What follows belongs to an exercise in optimizing a design on an open flow for small area, a short achievable clock period and few clock cycles; a production flow would make more cautious choices. At most, simulation tests tie the RTL to the original design; equivalence was not proved. No activity file was given, so power comes from the tool's default toggle rates.

==> flow/design.v (excerpt) <==
module LASER (
    input            CLK,
    input            RST,
    input      [3:0] X,
    input      [3:0] Y,
    output reg [3:0] C1X,
    output reg [3:0] C1Y,
    output reg [3:0] C2X,
    output reg [3:0] C2Y,
    output reg       DONE
);
  reg [159:0] tx, ty;
  reg [39:0]  tm;
  reg         inp, inp_d;    
  reg  [5:0]  icnt;
  reg  [3:0]  yq;            
  reg         aV, aM;        
  reg         bV, bM, bL, cV, cL, dV, dL, eV, eL, fV, fL;
  reg  [3:0]  bY, cY, dY, eY, fY;
  reg  [3:0]  mx;            
  reg         pe;            
  reg         mv;            
  reg  [5:0]  B;
  reg  [1:0]  cnt;
  reg  [5:0]  bcnt;
  reg  [3:0]  bx, by;
  function [2:0] rclass(input [3:0] y, input [3:0] p);
    reg [4:0] d;
    begin
      d = {1'b0, y} - {1'b0, p};
      if (d == 5'd0)                       rclass = 3'b111;
      else if (d <= 5'd2 || d >= 5'd30)    rclass = 3'b110;
      else if (d == 5'd3 || d == 5'd29)    rclass = 3'b101;
      else if (d == 5'd4 || d == 5'd28)    rclass = 3'b100;
      else                                 rclass = 3'b000;
    end
  endfunction
  function [8:0] lohi(input [2:0] c, input [3:0] px, input full);
    reg [2:0] wd; reg [4:0] lo, hi;
    begin
      wd = (c[1:0] == 2'd0) ? 3'd0 : {1'b0, c[1:0]} + 3'd1;
  ...
export LEC_CHECK = 0
export CAP_MARGIN = 20
export CORE_MARGIN = 2
export CORE_UTILIZATION = 40
export SETUP_SLACK_MARGIN = 5
export SLEW_MARGIN = 20
create_clock -name core_clock -period 11.0 [get_ports {CLK}]
run.sh (not shown) runs the stock make flow with config.mk's settings and CLKGATE_MAP_FILE= SYNTH_SCRIPT=/design/flow/synth_recipe.tcl, a recipe that flattens the netlist after the stock synthesis.
Rerun with:
--- a/flow/config.mk
+++ b/flow/config.mk
@@ -10,3 +10,2 @@
 export CORE_UTILIZATION = 40
-export SETUP_SLACK_MARGIN = 5
 export SLEW_MARGIN = 20
Result: The changed run passed the timing, design-rule and antenna checks; fmax is unchanged; die area stays the same; final cell count is unchanged; non-clock buffer count does not change; worst hold slack does not change; worst setup slack does not change; flip-flop and latch count is unchanged; global-route usage does not change.
Function was not checked in any run of this note: the RTL went through the layout flow alone.

========
## maple
Another version of the RTL of LASER (not shown whole).
For scale: roughly 1200 flip-flops, roughly 27 I/O pins, roughly 79000 µm² of cells after synthesis.
Settings: LEC_CHECK=0, CAP_MARGIN=20, CORE_MARGIN=2, CORE_UTILIZATION=55, CTS_CLUSTER_DIAMETER=100, CTS_CLUSTER_SIZE=24, SLEW_MARGIN=20; clock period 11.0 ns.
standard.sh (not shown) runs the stock make flow with config.mk's settings and CLKGATE_MAP_FILE= SYNTH_SCRIPT=/design/flow/synth_recipe.tcl, a recipe that flattens the netlist after the stock synthesis.
==> flow/flow/run.sh <==
#!/bin/bash
# The standard layout (standard.sh), with one change: the buffer that
# buffer_ports puts on every input and output port is sky130_fd_sc_hd__buf_2.
set -euo pipefail
bash standard.sh BUFFER_PORTS_ARGS="-buffer_cell sky130_fd_sc_hd__buf_2" finish > orfs_make.log 2>&1
maple reached the final stage; the timing, design-rule and antenna checks on its layout passed.
Testbench counts of maple, summed over its fixed seeds: cycles 6,413.
Edits applied to the flow inputs when going from maple to xenon:
- changing CORE_UTILIZATION from 55 to 40
--- outcome ---
Compared with maple, xenon shows a area added between synthesis and finish that is 1.8 points higher. | global-route met3 utilization | lower: xenon |. Summary of xenon over maple: sequential fraction of total cell area -0.48 points, number of global-route vias before repair +380, post-placement cell count +7.1%, total power +2.2%.

========
Setup of run a:
Another version of the RTL of LASER (not shown whole).
Size: roughly 84000 sq um of cells after synthesis.
==> flow/config.mk <==
export PLATFORM = sky130hd
export DESIGN_NAME = LASER
export DESIGN_NICKNAME = LASER
export VERILOG_FILES = /design/flow/design.v
export SDC_FILE = /design/flow/constraint.sdc
export NUM_CORES = 4
export LEC_CHECK = 0
export ABC_AREA = 1
export CAP_MARGIN = 20
export CORE_MARGIN = 2
export CORE_UTILIZATION = 40
export SLEW_MARGIN = 20
==> flow/constraint.sdc <==
create_clock -name core_clock -period 11.0 [get_ports {CLK}]
set_input_delay 2.2000 -clock core_clock [delete_from_list [all_inputs] [get_ports {CLK}]]
set_output_delay 2.2000 -clock core_clock [all_outputs]
set_load 0.01 [all_outputs]
Scripts as last shown in full above: flow/flow/run.sh
Testbench counts of run a, summed over its fixed seeds: cycles 6,413.
Modified inputs, run b compared to run a
# run a
export LEC_CHECK = 0
export ABC_AREA = 1
export CAP_MARGIN = 20
export CORE_MARGIN = 2
export CORE_UTILIZATION = 40
export SLEW_MARGIN = 20
create_clock -name core_clock -period 11.0 [get_ports {CLK}]
# run b
export LEC_CHECK = 0
export CAP_MARGIN = 20
export CORE_MARGIN = 2
export CORE_UTILIZATION = 40
export CTS_CLUSTER_DIAMETER = 100
export CTS_CLUSTER_SIZE = 24
export SLEW_MARGIN = 20
create_clock -name core_clock -period 11.0 [get_ports {CLK}]
--- outcome ---
- Run b: done, clean on timing, DRC and antenna
- Compared with run a, run b shows combinational power that has gone up slightly.
- From run a to run b the numbers moved as follows: detailed-route wire length per cell up 1.4 microns, number of standard cells in the final layout excluding fillers down 11%, final area down 5.2%, vias after detailed routing down about 7%, sequential cell power flat.
- Compared to run a, run b leaves more free space in the core.

========
Another version of the RTL of LASER (not shown whole).
Size in the first run: roughly 8200 cells after synthesis, ~1000 flip-flops, ~27 I/O pins, about 76000 um2 of cells after synthesis.
// LASER
module LASER (
    input            CLK,
    input            RST,
    input      [3:0] X,
    input      [3:0] Y,
    output reg [3:0] C1X,
    output reg [3:0] C1Y,
    output reg [3:0] C2X,
    output reg [3:0] C2Y,
    output reg       DONE
);
clock: 11.0 ns
lec_check: 0
cap_margin: 20
core_margin: 2
core_utilization: 40
slew_margin: 20
run.sh (not shown) runs the stock make flow with config.mk's settings and CLKGATE_MAP_FILE= SYNTH_SCRIPT=/design/flow/synth_recipe.tcl, a recipe that flattens the netlist after the stock synthesis.
Stock flow here: none of the scripts above is used.
Testbench counts at the start, summed over its fixed seeds: cycles 6,950.
Edit:
==> flow/flow/run.sh (new file) <==
#!/bin/bash
# The standard layout (standard.sh), with one change: the buffer that
# buffer_ports puts on every input and output port is sky130_fd_sc_hd__buf_2.
set -euo pipefail
bash standard.sh BUFFER_PORTS_ARGS="-buffer_cell sky130_fd_sc_hd__buf_2" finish > orfs_make.log 2>&1
==> flow/standard.sh (new file) <==
#!/bin/bash
# synth_recipe.tcl (not shown) runs the flow's synth.tcl, then flattens the netlist and writes it again
# the make line also repeats each setting of config.mk as NAME=value (left out here)
make -C /OpenROAD-flow-scripts/flow DESIGN_CONFIG=/design/flow/config.mk WORK_HOME=/design/flow/orfs CLKGATE_MAP_FILE= SYNTH_SCRIPT=/design/flow/synth_recipe.tcl "${@:-finish}"
removed: flow/run.sh
Outcome: Via count barely changes. Hold slack gets better by 0.028 ns. Setup slack improves by 0.46 ns. Count of clock-buffer cells in the layout decreases by 10. Cell area decreases by 0.40%. Synthesized area is unchanged. Global-route usage decreases by 0.26 points. First-iteration DRC count is higher by about 11%. Routed wire length drops by 0.79%.

re-timing with driven ports:
Ports are ideal in the flow. The routed layouts listed here were re-timed in OpenROAD.
Step 1, drivers: a clkbuf_16 drives CLK and a buf_2 each remaining input, both assumed.
Step 2 moves the port delays by t, midway between the first and last clock arrival at a register: inputs arrive t later, outputs are due t later. That takes back most of the time a late clock gives input paths.
a / b / c = ideal ports / drivers / drivers and shift; a / b = the first two.
run | t, ns | slack for setup (ns) | worst setup path at the end | worst slew at a driven data input, ns
the first run of note 1 | 0.865 | 6.446 / 6.446 / 6.446 | register to register | 0.04
the second run of note 1 | 0.865 | 6.446 / 6.446 / 6.446 | register to register | 0.04
maple | 0.793 | 7.219 / 7.219 / 6.966 | input to register | 0.04
xenon | 0.800 | 7.196 / 7.196 / 6.883 | input to register | 0.03
run a | 0.885 | 7.116 / 7.116 / 7.116 | register to register | 0.03
run b | 0.803 | 7.130 / 7.130 / 6.979 | input to register | 0.04
the first run of note 4 | 0.861 | 5.452 / 5.452 / 5.452 | register to register | 0.03
the second run of note 4 | 0.866 | 5.915 / 5.915 / 5.915 | register to register | 0.03
After both steps setup and hold are still met in every run listed. For xenon, which loses most, drivers alone change the setup slack by 0.000 ns; drivers and shift together by -0.313 ns.
